Background: an optimization exercise with open tools, aiming at small area and a short achievable clock period. Do not read the settings as production practice.
The RTL was checked by simulation tests, not by an equivalence proof against the original design.

==> design.v <==
`timescale 1ns / 1ps
module cordic_stage (clk, reset, X_i, Y_i, Z_i, X_O, Y_O, Z_O);
  input clk;
  input reset;
  input  signed [15:0] X_i;
  input  signed [15:0] Y_i;
  input  signed [15:0] Z_i;
  output signed [15:0] X_O;
  output signed [15:0] Y_O;
  output signed [15:0] Z_O;
  reg [16*15-1:0] ws;
  reg [16*15-1:0] vs;
  reg [14:0] q;
  reg [14:0] n;
  reg signed [13:0] z1;
  reg signed [13:0] z2;
  reg signed [12:0] z3;
  reg signed [11:0] z4;
  reg signed [10:0] z5;
  reg signed [9:0]  z6;
  reg signed [8:0]  z7;
  reg signed [7:0]  z8;
  reg signed [6:0]  z9;
  reg signed [5:0]  z10;
  reg signed [4:0]  z11;
  reg signed [3:0]  z12;
  reg signed [2:0]  z13;
  reg signed [1:0]  z14;
  reg               z15;
  reg               zo;
  reg [15:0] xo, yo;
  wire qi = Z_i[15] ^ Z_i[14];
  always @(posedge clk) begin
    ws[15:0] <= X_i ^ {16{qi}};
    vs[15:0] <= Y_i ^ {16{Z_i[15]}};
    q[0]     <= qi;
    n[0]     <= Z_i[14];
    z1       <= {~Z_i[13], Z_i[12:0]};
  end
  wire [13:0] dnext = {z14[1], z13[2], z12[3], z11[4], z10[5], z9[6], z8[7],
                       z7[8], z6[9], z5[10], z4[11], z3[12], z2[13], z1[13]};
  genvar j;
  generate
    for (j = 0; j < 14; j = j + 1) begin : it
      wire [15:0] wn, vn;
      cordic_step #(.J(j), .INV(1)) xu (.a(ws[16*j +: 16]), .b(vs[16*j +: 16]),
                                        .cin(~n[j] ^ q[j]), .flip(1'b0), .o(wn));
      cordic_step #(.J(j), .INV(0)) yu (.a(vs[16*j +: 16]), .b(ws[16*j +: 16]),
                                        .cin(q[j]), .flip(n[j] ^ (j < 13 ? dnext[j] : 1'b0)),
                                        .o(vn));
      always @(posedge clk) begin
        ws[16*(j+1) +: 16] <= wn;
        vs[16*(j+1) +: 16] <= vn;
        n[j+1]             <= dnext[j];
        q[j+1]             <= q[j];
      end
    end
  endgenerate
  wire signed [13:0] z2n;
  wire signed [12:0] z3n;
  wire signed [11:0] z4n;
  wire signed [10:0] z5n;
  wire signed [9:0]  z6n;
  wire signed [8:0]  z7n;
  wire signed [7:0]  z8n;
  wire signed [6:0]  z9n;
  wire signed [5:0]  z10n;
  wire signed [4:0]  z11n;
  wire signed [3:0]  z12n;
  wire signed [2:0]  z13n;
  wire signed [1:0]  z14n;
  cordic_zstep #(.WI(14), .WO(14), .A(4836)) zs1  (.z(z1),  .o(z2n));
  cordic_zstep #(.WI(14), .WO(13), .A(2555)) zs2  (.z(z2),  .o(z3n));
  cordic_zstep #(.WI(13), .WO(12), .A(1297)) zs3  (.z(z3),  .o(z4n));
  cordic_zstep #(.WI(12), .WO(11), .A(651))  zs4  (.z(z4),  .o(z5n));
  cordic_zstep #(.WI(11), .WO(10), .A(326))  zs5  (.z(z5),  .o(z6n));
  cordic_zstep #(.WI(10), .WO(9),  .A(163))  zs6  (.z(z6),  .o(z7n));
  cordic_zstep #(.WI(9),  .WO(8),  .A(81))   zs7  (.z(z7),  .o(z8n));
  cordic_zstep #(.WI(8),  .WO(7),  .A(41))   zs8  (.z(z8),  .o(z9n));
  cordic_zstep #(.WI(7),  .WO(6),  .A(20))   zs9  (.z(z9),  .o(z10n));
  cordic_zstep #(.WI(6),  .WO(5),  .A(10))   zs10 (.z(z10), .o(z11n));
  cordic_zstep #(.WI(5),  .WO(4),  .A(5))    zs11 (.z(z11), .o(z12n));
  cordic_zstep #(.WI(4),  .WO(3),  .A(3))    zs12 (.z(z12), .o(z13n));
  cordic_zstep #(.WI(3),  .WO(2),  .A(1))    zs13 (.z(z13), .o(z14n));
  always @(posedge clk) begin
    z2  <= z2n;
    z3  <= z3n;
    z4  <= z4n;
    z5  <= z5n;
    z6  <= z6n;
    z7  <= z7n;
    z8  <= z8n;
    z9  <= z9n;
    z10 <= z10n;
    z11 <= z11n;
    z12 <= z12n;
    z13 <= z13n;
    z14 <= z14n;
    z15 <= ~z14[0];     
    zo  <= z15;
  end
  wire [15:0] xo_n, yo_n;
  cordic_last last (.w(ws[16*14 +: 16]), .v(vs[16*14 +: 16]), .d14(n[14]), .d15(z15),
                    .q(q[14]), .xo(xo_n), .yo(yo_n));
  always @(posedge clk) begin
    xo <= xo_n;
    yo <= yo_n;
  end
  assign X_O = xo;
  assign Y_O = yo;
  assign Z_O = {16{zo}};
endmodule
module cordic_step (a, b, cin, flip, o);
  parameter J = 0;
  parameter INV = 0;
  localparam L = 16 - J;
  input  [15:0] a;
  input  [15:0] b;
  input         cin;
  input         flip;
  output [15:0] o;
  wire [L-1:0] bb = b[15:J] ^ {L{INV[0]}};
  wire [L-1:0] p  = a[L-1:0] ^ bb;
  wire [L-1:0] g  = a[L-1:0] & bb;
  reg  [L:0]   c;
  reg  [L-1:0] gg, pp, gn, pn;
  integer i, d;
  always @(*) begin
    gg = {g[L-1:1], g[0] | (p[0] & cin)};
    pp = p;
    for (d = 1; d < L; d = d * 2) begin
      gn = gg; pn = pp;
      for (i = d; i < L; i = i + 1) begin
        gn[i] = gg[i] | (pp[i] & gg[i-d]);
        pn[i] = pp[i] & pp[i-d];
      end
      gg = gn; pp = pn;
    end
    c = {gg, cin};
  end
  assign o[L-1:0] = p ^ c[L-1:0] ^ {L{flip}};
  generate
    if (J > 0) begin : hi
      wire s   = b[15] ^ INV[0];
      wire inc = c[L] & ~s;
      wire dec = ~c[L] & s;
      reg  [15:L] oh;
      reg         ones, zeros;
      integer k;
      always @(*) begin
        ones = 1'b1; zeros = 1'b1;
        for (k = L; k < 16; k = k + 1) begin
          oh[k] = a[k] ^ flip ^ (inc & ones) ^ (dec & zeros);
          ones  = ones & a[k];
          zeros = zeros & ~a[k];
        end
      end
      assign o[15:L] = oh;
    end
  endgenerate
endmodule
module cordic_zstep (z, o);
  parameter WI = 14;
  parameter WO = 14;
  parameter A = 0;
  input  signed [WI-1:0] z;
  output signed [WO-1:0] o;
  wire [WI-1:0] k = A;
  wire [WI-1:0] s = z + (z[WI-1] ? k : -k);
  assign o = s[WO-1:0];
endmodule
module cordic_last (w, v, d14, d15, q, xo, yo);
  input  [15:0] w;
  input  [15:0] v;
  input         d14;       
  input         d15;       
  input         q;
  output [15:0] xo;
  output [15:0] yo;
  function [15:0] addlow;
    input [15:0] a;
    input [4:0]  lp;
    reg          ones, zeros;
    integer i;
    begin
      addlow[2:0] = lp[2:0];
      ones = 1'b1; zeros = 1'b1;
      for (i = 3; i < 16; i = i + 1) begin
        addlow[i] = a[i] ^ (lp[4] & ones) ^ (lp[3] & zeros);
        ones  = ones & a[i];
        zeros = zeros & ~a[i];
      end
    end
  endfunction
  function [1:0] sign14_tab;
    input [6:0] idx;
    begin
      sign14_tab = (idx[6] ? (idx[5] ? (idx[4] ? (idx[3] ? (idx[2] ? (idx[1] ? (idx[0] ? 2'd0 : 2'd2) : 2'd0) : (idx[1] ? 2'd2 : 2'd0)) : (idx[2] ? (idx[1] ? 2'd0 : 2'd2) : (idx[1] ? 2'd0 : (idx[0] ? 2'd2 : 2'd0)))) : (idx[3] ? (idx[2] ? 2'd0 : (idx[1] ? (idx[0] ? 2'd0 : 2'd2) : 2'd0)) : (idx[2] ? (idx[1] ? 2'd0 : (idx[0] ? 2'd2 : 2'd0)) : 2'd0))) : 2'd0) : (idx[5] ? 2'd0 : (idx[4] ? (idx[3] ? (idx[2] ? 2'd0 : (idx[1] ? 2'd0 : (idx[0] ? 2'd0 : 2'd1))) : (idx[2] ? (idx[1] ? (idx[0] ? 2'd1 : 2'd0) : 2'd0) : 2'd0)) : (idx[3] ? (idx[2] ? (idx[1] ? 2'd0 : (idx[0] ? 2'd0 : 2'd1)) : (idx[1] ? 2'd0 : 2'd1)) : (idx[2] ? (idx[1] ? 2'd1 : 2'd0) : (idx[1] ? (idx[0] ? 2'd1 : 2'd0) : 2'd0))))));
    end
  endfunction
  function [4:0] last_tab0;
    input [7:0] idx;
    begin
      last_tab0 = (idx[7] ? (idx[6] ? (idx[5] ? (idx[4] ? (idx[3] ? (idx[2] ? (idx[1] ? (idx[0] ? 5'd7 : 5'd16) : (idx[0] ? 5'd17 : 5'd16)) : (idx[1] ? (idx[0] ? 5'd7 : 5'd6) : (idx[0] ? 5'd17 : 5'd6))) : (idx[2] ? (idx[1] ? (idx[0] ? 5'd16 : 5'd17) : (idx[0] ? 5'd18 : 5'd17)) : (idx[1] ? (idx[0] ? 5'd6 : 5'd5) : (idx[0] ? 5'd16 : 5'd5)))) : (idx[3] ? (idx[2] ? (idx[1] ? (idx[0] ? 5'd5 : 5'd6) : (idx[0] ? 5'd7 : 5'd6)) : (idx[1] ? (idx[0] ? 5'd17 : 5'd16) : (idx[0] ? 5'd19 : 5'd16))) : (idx[2] ? (idx[1] ? (idx[0] ? 5'd6 : 5'd7) : (idx[0] ? 5'd16 : 5'd7)) : (idx[1] ? (idx[0] ? 5'd16 : 5'd7) : (idx[0] ? 5'd18 : 5'd7))))) : (idx[4] ? (idx[3] ? (idx[2] ? (idx[1] ? (idx[0] ? 5'd6 : 5'd7) : (idx[0] ? 5'd16 : 5'd7)) : (idx[1] ? (idx[0] ? 5'd6 : 5'd5) : (idx[0] ? 5'd16 : 5'd5))) : (idx[2] ? (idx[1] ? (idx[0] ? 5'd7 : 5'd16) : (idx[0] ? 5'd17 : 5'd16)) : (idx[1] ? (idx[0] ? 5'd5 : 5'd4) : (idx[0] ? 5'd7 : 5'd4)))) : (idx[3] ? (idx[2] ? (idx[1] ? (idx[0] ? 5'd4 : 5'd5) : (idx[0] ? 5'd6 : 5'd5)) : (idx[1] ? (idx[0] ? 5'd16 : 5'd7) : (idx[0] ? 5'd18 : 5'd7))) : (idx[2] ? (idx[1] ? (idx[0] ? 5'd5 : 5'd6) : (idx[0] ? 5'd7 : 5'd6)) : (idx[1] ? (idx[0] ? 5'd7 : 5'd6) : (idx[0] ? 5'd17 : 5'd6)))))) : (idx[5] ? (idx[4] ? (idx[3] ? (idx[2] ? (idx[1] ? (idx[0] ? 5'd5 : 5'd6) : (idx[0] ? 5'd7 : 5'd6)) : (idx[1] ? (idx[0] ? 5'd5 : 5'd4) : (idx[0] ? 5'd7 : 5'd4))) : (idx[2] ? (idx[1] ? (idx[0] ? 5'd6 : 5'd7) : (idx[0] ? 5'd16 : 5'd7)) : (idx[1] ? (idx[0] ? 5'd4 : 5'd3) : (idx[0] ? 5'd6 : 5'd3)))) : (idx[3] ? (idx[2] ? (idx[1] ? (idx[0] ? 5'd3 : 5'd4) : (idx[0] ? 5'd5 : 5'd4)) : (idx[1] ? (idx[0] ? 5'd7 : 5'd6) : (idx[0] ? 5'd17 : 5'd6))) : (idx[2] ? (idx[1] ? (idx[0] ? 5'd4 : 5'd5) : (idx[0] ? 5'd6 : 5'd5)) : (idx[1] ? (idx[0] ? 5'd6 : 5'd5) : (idx[0] ? 5'd16 : 5'd5))))) : (idx[4] ? (idx[3] ? (idx[2] ? (idx[1] ? (idx[0] ? 5'd4 : 5'd5) : (idx[0] ? 5'd6 : 5'd5)) : (idx[1] ? (idx[0] ? 5'd4 : 5'd3) : (idx[0] ? 5'd6 : 5'd3))) : (idx[2] ? (idx[1] ? (idx[0] ? 5'd5 : 5'd6) : (idx[0] ? 5'd7 : 5'd6)) : (idx[1] ? (idx[0] ? 5'd3 : 5'd2) : (idx[0] ? 5'd5 : 5'd2)))) : (idx[3] ? (idx[2] ? (idx[1] ? (idx[0] ? 5'd2 : 5'd3) : (idx[0] ? 5'd4 : 5'd3)) : (idx[1] ? (idx[0] ? 5'd6 : 5'd5) : (idx[0] ? 5'd16 : 5'd5))) : (idx[2] ? (idx[1] ? (idx[0] ? 5'd3 : 5'd4) : (idx[0] ? 5'd5 : 5'd4)) : (idx[1] ? (idx[0] ? 5'd5 : 5'd4) : (idx[0] ? 5'd7 : 5'd4))))))) : (idx[6] ? (idx[5] ? (idx[4] ? (idx[3] ? (idx[2] ? (idx[1] ? (idx[0] ? 5'd3 : 5'd4) : (idx[0] ? 5'd5 : 5'd4)) : (idx[1] ? (idx[0] ? 5'd3 : 5'd2) : (idx[0] ? 5'd5 : 5'd2))) : (idx[2] ? (idx[1] ? (idx[0] ? 5'd4 : 5'd5) : (idx[0] ? 5'd6 : 5'd5)) : (idx[1] ? (idx[0] ? 5'd2 : 5'd1) : (idx[0] ? 5'd4 : 5'd1)))) : (idx[3] ? (idx[2] ? (idx[1] ? (idx[0] ? 5'd1 : 5'd2) : (idx[0] ? 5'd3 : 5'd2)) : (idx[1] ? (idx[0] ? 5'd5 : 5'd4) : (idx[0] ? 5'd7 : 5'd4))) : (idx[2] ? (idx[1] ? (idx[0] ? 5'd2 : 5'd3) : (idx[0] ? 5'd4 : 5'd3)) : (idx[1] ? (idx[0] ? 5'd4 : 5'd3) : (idx[0] ? 5'd6 : 5'd3))))) : (idx[4] ? (idx[3] ? (idx[2] ? (idx[1] ? (idx[0] ? 5'd2 : 5'd3) : (idx[0] ? 5'd4 : 5'd3)) : (idx[1] ? (idx[0] ? 5'd2 : 5'd1) : (idx[0] ? 5'd4 : 5'd1))) : (idx[2] ? (idx[1] ? (idx[0] ? 5'd3 : 5'd4) : (idx[0] ? 5'd5 : 5'd4)) : (idx[1] ? (idx[0] ? 5'd1 : 5'd0) : (idx[0] ? 5'd3 : 5'd0)))) : (idx[3] ? (idx[2] ? (idx[1] ? (idx[0] ? 5'd0 : 5'd1) : (idx[0] ? 5'd2 : 5'd1)) : (idx[1] ? (idx[0] ? 5'd4 : 5'd3) : (idx[0] ? 5'd6 : 5'd3))) : (idx[2] ? (idx[1] ? (idx[0] ? 5'd1 : 5'd2) : (idx[0] ? 5'd3 : 5'd2)) : (idx[1] ? (idx[0] ? 5'd3 : 5'd2) : (idx[0] ? 5'd5 : 5'd2)))))) : (idx[5] ? (idx[4] ? (idx[3] ? (idx[2] ? (idx[1] ? (idx[0] ? 5'd1 : 5'd2) : (idx[0] ? 5'd3 : 5'd2)) : (idx[1] ? (idx[0] ? 5'd1 : 5'd0) : (idx[0] ? 5'd3 : 5'd0))) : (idx[2] ? (idx[1] ? (idx[0] ? 5'd2 : 5'd3) : (idx[0] ? 5'd4 : 5'd3)) : (idx[1] ? (idx[0] ? 5'd0 : 5'd15) : (idx[0] ? 5'd2 : 5'd15)))) : (idx[3] ? (idx[2] ? (idx[1] ? (idx[0] ? 5'd15 : 5'd0) : (idx[0] ? 5'd1 : 5'd0)) : (idx[1] ? (idx[0] ? 5'd3 : 5'd2) : (idx[0] ? 5'd5 : 5'd2))) : (idx[2] ? (idx[1] ? (idx[0] ? 5'd0 : 5'd1) : (idx[0] ? 5'd2 : 5'd1)) : (idx[1] ? (idx[0] ? 5'd2 : 5'd1) : (idx[0] ? 5'd4 : 5'd1))))) : (idx[4] ? (idx[3] ? (idx[2] ? (idx[1] ? (idx[0] ? 5'd0 : 5'd1) : (idx[0] ? 5'd2 : 5'd1)) : (idx[1] ? (idx[0] ? 5'd0 : 5'd15) : (idx[0] ? 5'd2 : 5'd15))) : (idx[2] ? (idx[1] ? (idx[0] ? 5'd1 : 5'd2) : (idx[0] ? 5'd3 : 5'd2)) : (idx[1] ? (idx[0] ? 5'd15 : 5'd14) : (idx[0] ? 5'd1 : 5'd14)))) : (idx[3] ? (idx[2] ? (idx[1] ? (idx[0] ? 5'd14 : 5'd15) : (idx[0] ? 5'd0 : 5'd15)) : (idx[1] ? (idx[0] ? 5'd2 : 5'd1) : (idx[0] ? 5'd4 : 5'd1))) : (idx[2] ? (idx[1] ? (idx[0] ? 5'd15 : 5'd0) : (idx[0] ? 5'd1 : 5'd0)) : (idx[1] ? (idx[0] ? 5'd1 : 5'd0) : (idx[0] ? 5'd3 : 5'd0))))))));
    end
  endfunction
  function [4:0] last_tab1;
    input [7:0] idx;
    begin
      last_tab1 = (idx[7] ? (idx[6] ? (idx[5] ? (idx[4] ? (idx[3] ? (idx[2] ? (idx[1] ? (idx[0] ? 5'd16 : 5'd17) : (idx[0] ? 5'd16 : 5'd7)) : (idx[1] ? (idx[0] ? 5'd16 : 5'd7) : (idx[0] ? 5'd16 : 5'd5))) : (idx[2] ? (idx[1] ? (idx[0] ? 5'd17 : 5'd18) : (idx[0] ? 5'd17 : 5'd16)) : (idx[1] ? (idx[0] ? 5'd7 : 5'd6) : (idx[0] ? 5'd7 : 5'd4)))) : (idx[3] ? (idx[2] ? (idx[1] ? (idx[0] ? 5'd6 : 5'd7) : (idx[0] ? 5'd6 : 5'd5)) : (idx[1] ? (idx[0] ? 5'd18 : 5'd17) : (idx[0] ? 5'd18 : 5'd7))) : (idx[2] ? (idx[1] ? (idx[0] ? 5'd7 : 5'd16) : (idx[0] ? 5'd7 : 5'd6)) : (idx[1] ? (idx[0] ? 5'd17 : 5'd16) : (idx[0] ? 5'd17 : 5'd6))))) : (idx[4] ? (idx[3] ? (idx[2] ? (idx[1] ? (idx[0] ? 5'd7 : 5'd16) : (idx[0] ? 5'd7 : 5'd6)) : (idx[1] ? (idx[0] ? 5'd7 : 5'd6) : (idx[0] ? 5'd7 : 5'd4))) : (idx[2] ? (idx[1] ? (idx[0] ? 5'd16 : 5'd17) : (idx[0] ? 5'd16 : 5'd7)) : (idx[1] ? (idx[0] ? 5'd6 : 5'd5) : (idx[0] ? 5'd6 : 5'd3)))) : (idx[3] ? (idx[2] ? (idx[1] ? (idx[0] ? 5'd5 : 5'd6) : (idx[0] ? 5'd5 : 5'd4)) : (idx[1] ? (idx[0] ? 5'd17 : 5'd16) : (idx[0] ? 5'd17 : 5'd6))) : (idx[2] ? (idx[1] ? (idx[0] ? 5'd6 : 5'd7) : (idx[0] ? 5'd6 : 5'd5)) : (idx[1] ? (idx[0] ? 5'd16 : 5'd7) : (idx[0] ? 5'd16 : 5'd5)))))) : (idx[5] ? (idx[4] ? (idx[3] ? (idx[2] ? (idx[1] ? (idx[0] ? 5'd6 : 5'd7) : (idx[0] ? 5'd6 : 5'd5)) : (idx[1] ? (idx[0] ? 5'd6 : 5'd5) : (idx[0] ? 5'd6 : 5'd3))) : (idx[2] ? (idx[1] ? (idx[0] ? 5'd7 : 5'd16) : (idx[0] ? 5'd7 : 5'd6)) : (idx[1] ? (idx[0] ? 5'd5 : 5'd4) : (idx[0] ? 5'd5 : 5'd2)))) : (idx[3] ? (idx[2] ? (idx[1] ? (idx[0] ? 5'd4 : 5'd5) : (idx[0] ? 5'd4 : 5'd3)) : (idx[1] ? (idx[0] ? 5'd16 : 5'd7) : (idx[0] ? 5'd16 : 5'd5))) : (idx[2] ? (idx[1] ? (idx[0] ? 5'd5 : 5'd6) : (idx[0] ? 5'd5 : 5'd4)) : (idx[1] ? (idx[0] ? 5'd7 : 5'd6) : (idx[0] ? 5'd7 : 5'd4))))) : (idx[4] ? (idx[3] ? (idx[2] ? (idx[1] ? (idx[0] ? 5'd5 : 5'd6) : (idx[0] ? 5'd5 : 5'd4)) : (idx[1] ? (idx[0] ? 5'd5 : 5'd4) : (idx[0] ? 5'd5 : 5'd2))) : (idx[2] ? (idx[1] ? (idx[0] ? 5'd6 : 5'd7) : (idx[0] ? 5'd6 : 5'd5)) : (idx[1] ? (idx[0] ? 5'd4 : 5'd3) : (idx[0] ? 5'd4 : 5'd1)))) : (idx[3] ? (idx[2] ? (idx[1] ? (idx[0] ? 5'd3 : 5'd4) : (idx[0] ? 5'd3 : 5'd2)) : (idx[1] ? (idx[0] ? 5'd7 : 5'd6) : (idx[0] ? 5'd7 : 5'd4))) : (idx[2] ? (idx[1] ? (idx[0] ? 5'd4 : 5'd5) : (idx[0] ? 5'd4 : 5'd3)) : (idx[1] ? (idx[0] ? 5'd6 : 5'd5) : (idx[0] ? 5'd6 : 5'd3))))))) : (idx[6] ? (idx[5] ? (idx[4] ? (idx[3] ? (idx[2] ? (idx[1] ? (idx[0] ? 5'd4 : 5'd5) : (idx[0] ? 5'd4 : 5'd3)) : (idx[1] ? (idx[0] ? 5'd4 : 5'd3) : (idx[0] ? 5'd4 : 5'd1))) : (idx[2] ? (idx[1] ? (idx[0] ? 5'd5 : 5'd6) : (idx[0] ? 5'd5 : 5'd4)) : (idx[1] ? (idx[0] ? 5'd3 : 5'd2) : (idx[0] ? 5'd3 : 5'd0)))) : (idx[3] ? (idx[2] ? (idx[1] ? (idx[0] ? 5'd2 : 5'd3) : (idx[0] ? 5'd2 : 5'd1)) : (idx[1] ? (idx[0] ? 5'd6 : 5'd5) : (idx[0] ? 5'd6 : 5'd3))) : (idx[2] ? (idx[1] ? (idx[0] ? 5'd3 : 5'd4) : (idx[0] ? 5'd3 : 5'd2)) : (idx[1] ? (idx[0] ? 5'd5 : 5'd4) : (idx[0] ? 5'd5 : 5'd2))))) : (idx[4] ? (idx[3] ? (idx[2] ? (idx[1] ? (idx[0] ? 5'd3 : 5'd4) : (idx[0] ? 5'd3 : 5'd2)) : (idx[1] ? (idx[0] ? 5'd3 : 5'd2) : (idx[0] ? 5'd3 : 5'd0))) : (idx[2] ? (idx[1] ? (idx[0] ? 5'd4 : 5'd5) : (idx[0] ? 5'd4 : 5'd3)) : (idx[1] ? (idx[0] ? 5'd2 : 5'd1) : (idx[0] ? 5'd2 : 5'd15)))) : (idx[3] ? (idx[2] ? (idx[1] ? (idx[0] ? 5'd1 : 5'd2) : (idx[0] ? 5'd1 : 5'd0)) : (idx[1] ? (idx[0] ? 5'd5 : 5'd4) : (idx[0] ? 5'd5 : 5'd2))) : (idx[2] ? (idx[1] ? (idx[0] ? 5'd2 : 5'd3) : (idx[0] ? 5'd2 : 5'd1)) : (idx[1] ? (idx[0] ? 5'd4 : 5'd3) : (idx[0] ? 5'd4 : 5'd1)))))) : (idx[5] ? (idx[4] ? (idx[3] ? (idx[2] ? (idx[1] ? (idx[0] ? 5'd2 : 5'd3) : (idx[0] ? 5'd2 : 5'd1)) : (idx[1] ? (idx[0] ? 5'd2 : 5'd1) : (idx[0] ? 5'd2 : 5'd15))) : (idx[2] ? (idx[1] ? (idx[0] ? 5'd3 : 5'd4) : (idx[0] ? 5'd3 : 5'd2)) : (idx[1] ? (idx[0] ? 5'd1 : 5'd0) : (idx[0] ? 5'd1 : 5'd14)))) : (idx[3] ? (idx[2] ? (idx[1] ? (idx[0] ? 5'd0 : 5'd1) : (idx[0] ? 5'd0 : 5'd15)) : (idx[1] ? (idx[0] ? 5'd4 : 5'd3) : (idx[0] ? 5'd4 : 5'd1))) : (idx[2] ? (idx[1] ? (idx[0] ? 5'd1 : 5'd2) : (idx[0] ? 5'd1 : 5'd0)) : (idx[1] ? (idx[0] ? 5'd3 : 5'd2) : (idx[0] ? 5'd3 : 5'd0))))) : (idx[4] ? (idx[3] ? (idx[2] ? (idx[1] ? (idx[0] ? 5'd1 : 5'd2) : (idx[0] ? 5'd1 : 5'd0)) : (idx[1] ? (idx[0] ? 5'd1 : 5'd0) : (idx[0] ? 5'd1 : 5'd14))) : (idx[2] ? (idx[1] ? (idx[0] ? 5'd2 : 5'd3) : (idx[0] ? 5'd2 : 5'd1)) : (idx[1] ? (idx[0] ? 5'd0 : 5'd15) : (idx[0] ? 5'd0 : 5'd13)))) : (idx[3] ? (idx[2] ? (idx[1] ? (idx[0] ? 5'd15 : 5'd0) : (idx[0] ? 5'd15 : 5'd14)) : (idx[1] ? (idx[0] ? 5'd3 : 5'd2) : (idx[0] ? 5'd3 : 5'd0))) : (idx[2] ? (idx[1] ? (idx[0] ? 5'd0 : 5'd1) : (idx[0] ? 5'd0 : 5'd15)) : (idx[1] ? (idx[0] ? 5'd2 : 5'd1) : (idx[0] ? 5'd2 : 5'd15))))))));
    end
  endfunction
  function signbit;
    input [15:0] a;
    input [1:0]  id;
    begin
      signbit = a[15] ^ (id[1] & (&a[14:3])) ^ (id[0] & ~(|a[14:3]));
    end
  endfunction
  wire       w15s = signbit(w, sign14_tab({w[2:0], v[15:14], ~d14, q}));
  wire       v15s = signbit(v, sign14_tab({v[2:0], w[15:14], d14, q}));
  wire [7:0] ix   = {w[2:0], v[15:14], ~d14, ~d15, q};
  wire [7:0] iy   = {v[2:0], w[15:14], d14, d15, q};
  assign xo = addlow(w, v15s ? last_tab1(ix) : last_tab0(ix));
  assign yo = addlow(v, w15s ? last_tab1(iy) : last_tab0(iy));
endmodule
==> run.sh <==
#!/bin/bash
# synth_recipe.tcl (not shown) runs the flow's synth.tcl, then flattens the netlist and writes it again
# the make line also repeats each setting of config.mk as NAME=value (left out here)
make -C /OpenROAD-flow-scripts/flow DESIGN_CONFIG=/design/flow/config.mk WORK_HOME=/design/flow/orfs CLKGATE_MAP_FILE= SYNTH_SCRIPT=/design/flow/synth_recipe.tcl finish
==> config.mk <==
export PLATFORM = sky130hd
export DESIGN_NAME = cordic_stage
export DESIGN_NICKNAME = cordic_stage
export VERILOG_FILES = /design/flow/design.v
export SDC_FILE = /design/flow/constraint.sdc
export NUM_CORES = 4
export LEC_CHECK = 0
export CAP_MARGIN = 20
export CORE_MARGIN = 2
export CORE_UTILIZATION = 40
export SETUP_SLACK_MARGIN = 0.5
export SLEW_MARGIN = 20
export SYNTH_HIERARCHICAL = 1
export SYNTH_MINIMUM_KEEP_SIZE = 0
==> constraint.sdc <==
create_clock -name core_clock -period 3.65 [get_ports {clk}]
set_input_delay 0.7300 -clock core_clock [delete_from_list [all_inputs] [get_ports {clk}]]
set_output_delay 0.7300 -clock core_clock [all_outputs]
set_load 0.01 [all_outputs]
==> flow_summary.yaml, run 1 <==
clock_network:
  cts_buffers: 82
  ctsHoldBuffers: 0
  htreeDepth: 3
  cts_root_buffer: "clkbuf_16"
  clk_latency_ps: 660
  cts.clk_slew.worst_paths_ps: 50
  clkSinkCount: 662
  cts_buffer_depth: 3
  cts_tree: "done"
floorplanning:
  core_sq_mm: 0.105
  io_pins: 98
  initial_core_util_pct: 40.4
  die_width_um: 330
  die_h_um: 330
  rows: 119
  dieArea_sq_mm: 0.109
drt:
  vias: 30471
  routed_wl_um: 95400
  drtIter0Drc: 1534
  first_pass_iters: 28
  ant_nets: 0
  post_drt_wl_per_cell_um: 15.9
  viasPerCell: 5.07
  drcViolationCount: 0
logic_synthesis:
  synth_edf_count: 0
  synth_adder_area_share_pct: 12.6
  synth-simple-area-share_pct: 12.6
  yosysWarnings: 36
  synthFlopType: "dfxtp_1"
  yosysTopAreaCellShare_pct: 31.1
  synth-seq-cells: 662
  synth.distinct_cells: 147
  yosys.area.top_type: "dfxtp_1"
  async_flop_share_pct: 0
  synth_compound_gate_area_share_pct: 15.1
  ys_seq_area_share_pct: 31.1
  synth_most_common_cell: "dfxtp_1"
  syn_area_sq_mm: 0.0426
  synth_xor_area_share_pct: 21.6
  ys_top_cells_by_count: "dfxtp_1, xnor2_1, xor2_1"
  synth_area_leaders: "dfxtp_1, xnor2_1, ha_1, xor2_1, fa_1"
  synth_top_family_by_area: "XOR/XNOR gates"
  synth_mux_area_share_pct: 2.15
  syn_inst: 4469
  syn_avg_cell_area_sq_um: 9.52
sta:
  holdWs_ps: 294
  rsz0062_at_grt: "yes"
  slew_headroom_pct: 26.4
  maxSlewViolCount: 0
  tns_ps: 0
  worst_pin_slew_ps: 1100
  finalCritPeriodShare_pct: 84.5
  hold_viol_final: 0
  setup_viol: 0
  timing.fmax_mhz: 324
  period_needed_ps: 3090
  finalClockSkew_ps: 46.0
critical_path:
  r2r_end: "yo[13]"
  cp_max_fo: 6
  max_stage_delay_ps: 500
  setup.worst_path.end: "yo[13]"
  path_cells: "or3_4 -> or4_4 -> a211oi_4 -> o21ai_2 -> and2_4 -> o21a_1 -> or2_4 -> a2111oi_2 -> a31oi_1 -> xnor2_1"
  worst_ep_required_time_ps: 4190
  reg2reg_depth: 10
  cp-start-kind: "register"
  r2r_setup_slack_ps: 560
  timing.rr.start: "ws[236]"
  critPathLaunch: "ws[236]"
  worstSetupPathType: "reg2reg"
  endpoint_kind: "register"
  cp_data_arrival_time_ps: 3630
  slowest_stage: "or4_4"
global_route:
  antenna_found_initial: 1
  grt_max_degree: 43
  grt.overflow.total: 0
  first_global_vias: 29696
  grt_pass1_wl_um: 156000
  grt_usage_pct: 17.7
final_layout:
  final_nets: 4993
  area_delta_synth_final_pct: 12.1
  drive_above_1_share_pct: 9.63
  nFillCells: 10029
placed_design:
  place.gp.congestion: 0.876
  dp_hpwl_um: 75700
  io_buffers: 96
flow_run:
  maxCapViolCount: 0
worst_hold_path:
  hp-class: "reg2reg"
status:
  outcome: "finished clean"
-- modules after synthesis, one instance, submodules excluded, excerpt --
module	cells inside	area, sq um	times used
cordic_last	439	2740	1
cordic_stage	747	14200	1
-- cells in the final DEF (no fill, tap or decap), types with 68 or more instances in the layout --
master / n
xnor2_1: 661
dfxtp_1: 656
xor2_1: 321
ha_1: 316
inv_1: 296
a21oi_1: 248
nand2_1: 219
nor2_1: 209
o21ai_0: 130
clkdlybuf4s50_1: 96
nand3_1: 93
nor3_1: 88
clkbuf_16: 82
mux2i_1: 78
fa_1: 68
-- how the worst min path moves through the flow --
stage / end / cells past startpoint / startpoint / slack (ps)
after global placement: n[14] / 0 / z14[1] / 310
after CTS: z6[0] / 0 / z5[0] / 290
after global routing: z6[0] / 0 / z5[0] / 300
after floorplan: n[14] / 0 / z14[1] / 310
final: z6[0] / 0 / z5[0] / 290
after detailed placement: z10[0] / 0 / z9[0] / 310
-- stage by stage --
stage | cells | cell area, sq um | setup WS, ps | utilization (%)
6_report | 6013 | 47700 | 565 | 45.3
5_1_grt | 6012 | 47700 | 396 | 45.2
4_1_cts | 6005 | 47600 | 522 | 45.1
3_5_place_dp | 5858 | 44800 | 234 | 42.5
3_3_place_gp | 5858 | 44800 | 315 | 42.5
2_1_floorplan | 4482 | 42600 | 495 | -
-- flip-flops by register name, summed over array words and instances (netlist names) --
signal,flops
z12,4
ws,240
z14,2
xo,16
z7,9
z6,10
z11,5
z3,13
z5,11
vs,240
z4,12
z13,3
zo,1
q,15
z15,1
yo,16
n,15
z2,14
z9,7
z8,8
z10,6
z1,14
-- logic make-up after synthesis --
logic type,after synthesis
DFF,662
other,1
adders and majority gates,387
buffers and inverters,450
and+or+nand+nor,985
xor gates and xnor gates,1015
muxes,87
AOI/OAI and AO/OA,882
-- per-layer routing --
metal,vias to the layer above,share of wire [%],routed length (um),global-route usage (%)
li1,15551,-,-,-
met1,14313,48,45400,23.8
met2,491,47,44400,29.8
met3,116,3.4,3240,2.17
met4,0,2.4,2280,4.89
met5,-,0,0,0
-- layout make-up --
class | count | area (sq um) | share of cell area [%]
repair buffers | 143 | 1330 | 2.78
well taps | 1391 | 1740 | 3.65
multi-input cells | 3370 | 27500 | 57.6
clock buffers | 109 | 2310 | 4.85
inverters | 299 | 1120 | 2.35
diodes | 1 | 2.50 | 0.00525
flip-flops and latches | 662 | 13300 | 27.8
clock inverters | 38 | 447 | 0.936
-- critical path: cells and delay by family (launching register included) --
| kind | cells | cell delay [ps] |
|---|---|---|
| AOI/OAI and AO/OA | 5 | 1100 |
| xor gates and xnor gates | 1 | 140 |
| DFF | 1 | 360 |
| and+or+nand+nor | 4 | 1380 |
-- timing repair --
item | CTS | global route
pin swaps | 1 | 1
gates resized for setup | 8 | 18
hold endpoints to repair | 0 | 0
endpoints found under the setup margin | 19 | 19
setup buffers | 0 | 7
==> run 2, diff against run 1 <==
--- a/config.mk
+++ b/config.mk
@@ -10,3 +10,3 @@
 export CORE_UTILIZATION = 40
-export SETUP_SLACK_MARGIN = 0.5
+export SETUP_SLACK_MARGIN = 0.9
 export SLEW_MARGIN = 20
==> run 2 against run 1 <==
Cell count up 0.48%. Still clean on timing, DRC and antenna. Die area unchanged. Register-to-register slack worse by 20 ps. Synthesized cell count unchanged. Critical path type unchanged. Largest cell class unchanged. Clock skew up 9.0 ps. Wire length down 1.1%. Critical endpoint is now yo[10]. Final area up 1.2%. Flip-flop and latch count unchanged.
==> flow_summary.yaml, run 2 <==
clock_network:
  cts.clk_slew.worst_paths_ps: 60
  cts_buffers: 79
  htreeDepth: 3
  cts_buffer_depth: 3
  cts_tree: "done"
  clkSinkCount: 662
  cts_root_buffer: "clkbuf_16"
  clk_latency_ps: 650
logic_synthesis:
  synth-seq-cells: 662
  synth_area_leaders: "dfxtp_1, xnor2_1, ha_1, xor2_1, fa_1"
  syn_inst: 4469
  async_flop_share_pct: 0
  synthFlopType: "dfxtp_1"
  yosysTopAreaCellShare_pct: 31.1
  yosysWarnings: 36
  ys_seq_area_share_pct: 31.1
  synth_edf_count: 0
  synth_most_common_cell: "dfxtp_1"
  yosys.area.top_type: "dfxtp_1"
  ys_top_cells_by_count: "dfxtp_1, xnor2_1, xor2_1"
  syn_avg_cell_area_sq_um: 9.52
  synth.distinct_cells: 147
  syn_area_sq_mm: 0.0426
global_route:
  grt_pass1_wl_um: 153000
  grt_usage_pct: 17.2
  grt_max_degree: 35
  antenna_found_initial: 2
  grt.overflow.total: 0
  first_global_vias: 29525
final_layout:
  reg_top3: "vs (240), ws (240)"
  drive_above_1_share_pct: 11.1
  multi_input_area_sq_mm: 0.0277
  area_delta_synth_final_pct: 13.4
  utilization_pct: 45.8
  fin_cells: 6042
  final_cell_mix: "xnor2_1, dfxtp_1, xor2_1"
  regArea_sq_mm: 0.0133
  nFillCells: 10068
  final_nets: 5019
  layout_commonest_cell: "xnor2_1"
floorplanning:
  initial_core_util_pct: 40.4
  core_sq_mm: 0.105
  die_h_um: 330
  io_pins: 98
  die_width_um: 330
  dieArea_sq_mm: 0.109
  rows: 119
drt:
  first_pass_iters: 26
  ant_nets: 0
  drcViolationCount: 0
  viasPerCell: 5.05
  vias: 30510
  post_drt_wl_per_cell_um: 15.6
  routed_wl_um: 94400
  drtIter0Drc: 1544
placed_design:
  place.gp.congestion: 0.885
  dp_hpwl_um: 74000
  placed_cells: 5857
  pre_cts_slack_ps: 356
  io_buffers: 96
critical_path:
  slowest_stage: "or4_4"
  endpoint_kind: "register"
  cp.buffers_inverters: 1
  cp_data_arrival_time_ps: 3680
  worstSetupPathType: "reg2reg"
  cp_max_fo: 6
  cp-start-kind: "register"
  worst_ep_required_time_ps: 4230
  path_cells: "or3_4 -> or4_4 -> a211oi_4 -> or3_4 -> and4_4 -> a211oi_4 -> or4_4 -> buf_6 -> o31ai_4 -> xor2_1"
  max_stage_delay_ps: 500
  cpLargestDelayFamily: "simple AND/OR/NAND/NOR gates"
sta:
  rsz0062_at_grt: "yes"
  setup_viol: 0
  timing.fmax_mhz: 323
  worst_pin_slew_ps: 1120
  tns_ps: 0
  maxSlewViolCount: 0
  hold_viol_final: 0
  slew_headroom_pct: 25.2
  setup_ws_ps: 549
  finalCritPeriodShare_pct: 84.9
  period_needed_ps: 3100
  finalClockSkew_ps: 55.0
status:
  outcome: "finished clean"
worst_hold_path:
  hp-class: "reg2reg"
flow_run:
  maxCapViolCount: 0
-- run 2: cell type report --
type / count / area share [%]
Inverter: 299 / 2.35
Timing Repair Buffer: 172 / 3.27
Clock inverter: 41 / 1.14
Sequential cell: 662 / 27.5
Multi-Input combinational cell: 3370 / 57.4
Clock buffer: 106 / 4.68
Antenna cell: 1 / 0.00518
Tap cell: 1391 / 3.61
-- run 2: routing by layer --
layer	vias up	global-route usage [%]	wire (um)
li1	15584	-	-
met2	569	28.3	42900
met5	-	0	13
met4	2	5.47	2480
met1	14214	22.9	44700
met3	141	3.06	4320
-- run 2: worst paths after layout --
kind | end | slack, ps | depth (start not counted) | start
hold / removal | z10[1] | 330 | 0 | z9[1]
hold reg to reg | z10[1] | 330 | 0 | z9[1]
setup / recovery | yo[10] | 550 | 10 | ws[235]
setup reg to reg | yo[10] | 550 | 10 | ws[235]
-- run 2: through the flow --
stage | instance area (sq um) | hold slack [ps]
2_1_floorplan | 42600 | 310
3_3_place_gp | 44800 | 310
3_5_place_dp | 44800 | 315
4_1_cts | 47900 | 328
5_1_grt | 48300 | 332
6_report | 48300 | 326
-- run 2: kinds of logic (layout without fill, tap and decap cells) --
| family | count (synthesis) | count (layout) | share of synthesized area [%] |
|---|---|---|---|
| buffers and inverters | 450 | 618 | 4.85 |
| AOI/OAI and AO/OA | 882 | 882 | 15.1 |
| DFF | 662 | 662 | 31.1 |
| and+or+nand+nor | 985 | 985 | 12.6 |
| other | 1 | 15 | 0.00881 |
| muxes | 87 | 87 | 2.15 |
| xor gates and xnor gates | 1015 | 1015 | 21.6 |
| adders and majority gates | 387 | 387 | 12.6 |
-- run 2: what timing repair did --
action                     4_1_cts  5_1_grt
hold endpoints to repair         0        0
setup endpoints to repair       28       53
gates resized for setup         39       57
buffers inserted                19       18
hold buffers                     0        0
pin swaps                       17       23
-- run 2: Yosys stat by module, one instance, submodules excluded, a selection --
module / cell area (sq um) / flops+latches
cordic_last: 2740 / 0
cordic_stage: 14200 / 662

## re-timing with driven ports
The results above use ideal ports. As a check the final layouts listed here were re-extracted and re-timed, cells and wires unchanged.
Step 1 sets driving cells, clkbuf_16 on the clock port and buf_2 on the other inputs (assumed; they add their load-dependent delay and slew).
Step 2 times the ports against the registers' clock, not the clock port: input delays grow and output delays shrink by t, the midpoint of the rising clock arrivals with the driver on.
Three values: ideal, step 1, step 2; two values: the first two.
run | t (ns) | slack for setup (ns) | worst hold slack (ns) | clock arrival spread, ns | worst data-port slew with drivers (ns)
run 1 | 0.699 | 0.565 / 0.565 / 0.565 | 0.294 / 0.294 / 0.294 | 0.053 / 0.053 | 0.07
run 2 | 0.687 | 0.549 / 0.549 / 0.549 | 0.326 / 0.326 / 0.326 | 0.063 / 0.062 | 0.06
After both steps every run listed still meets setup and hold.
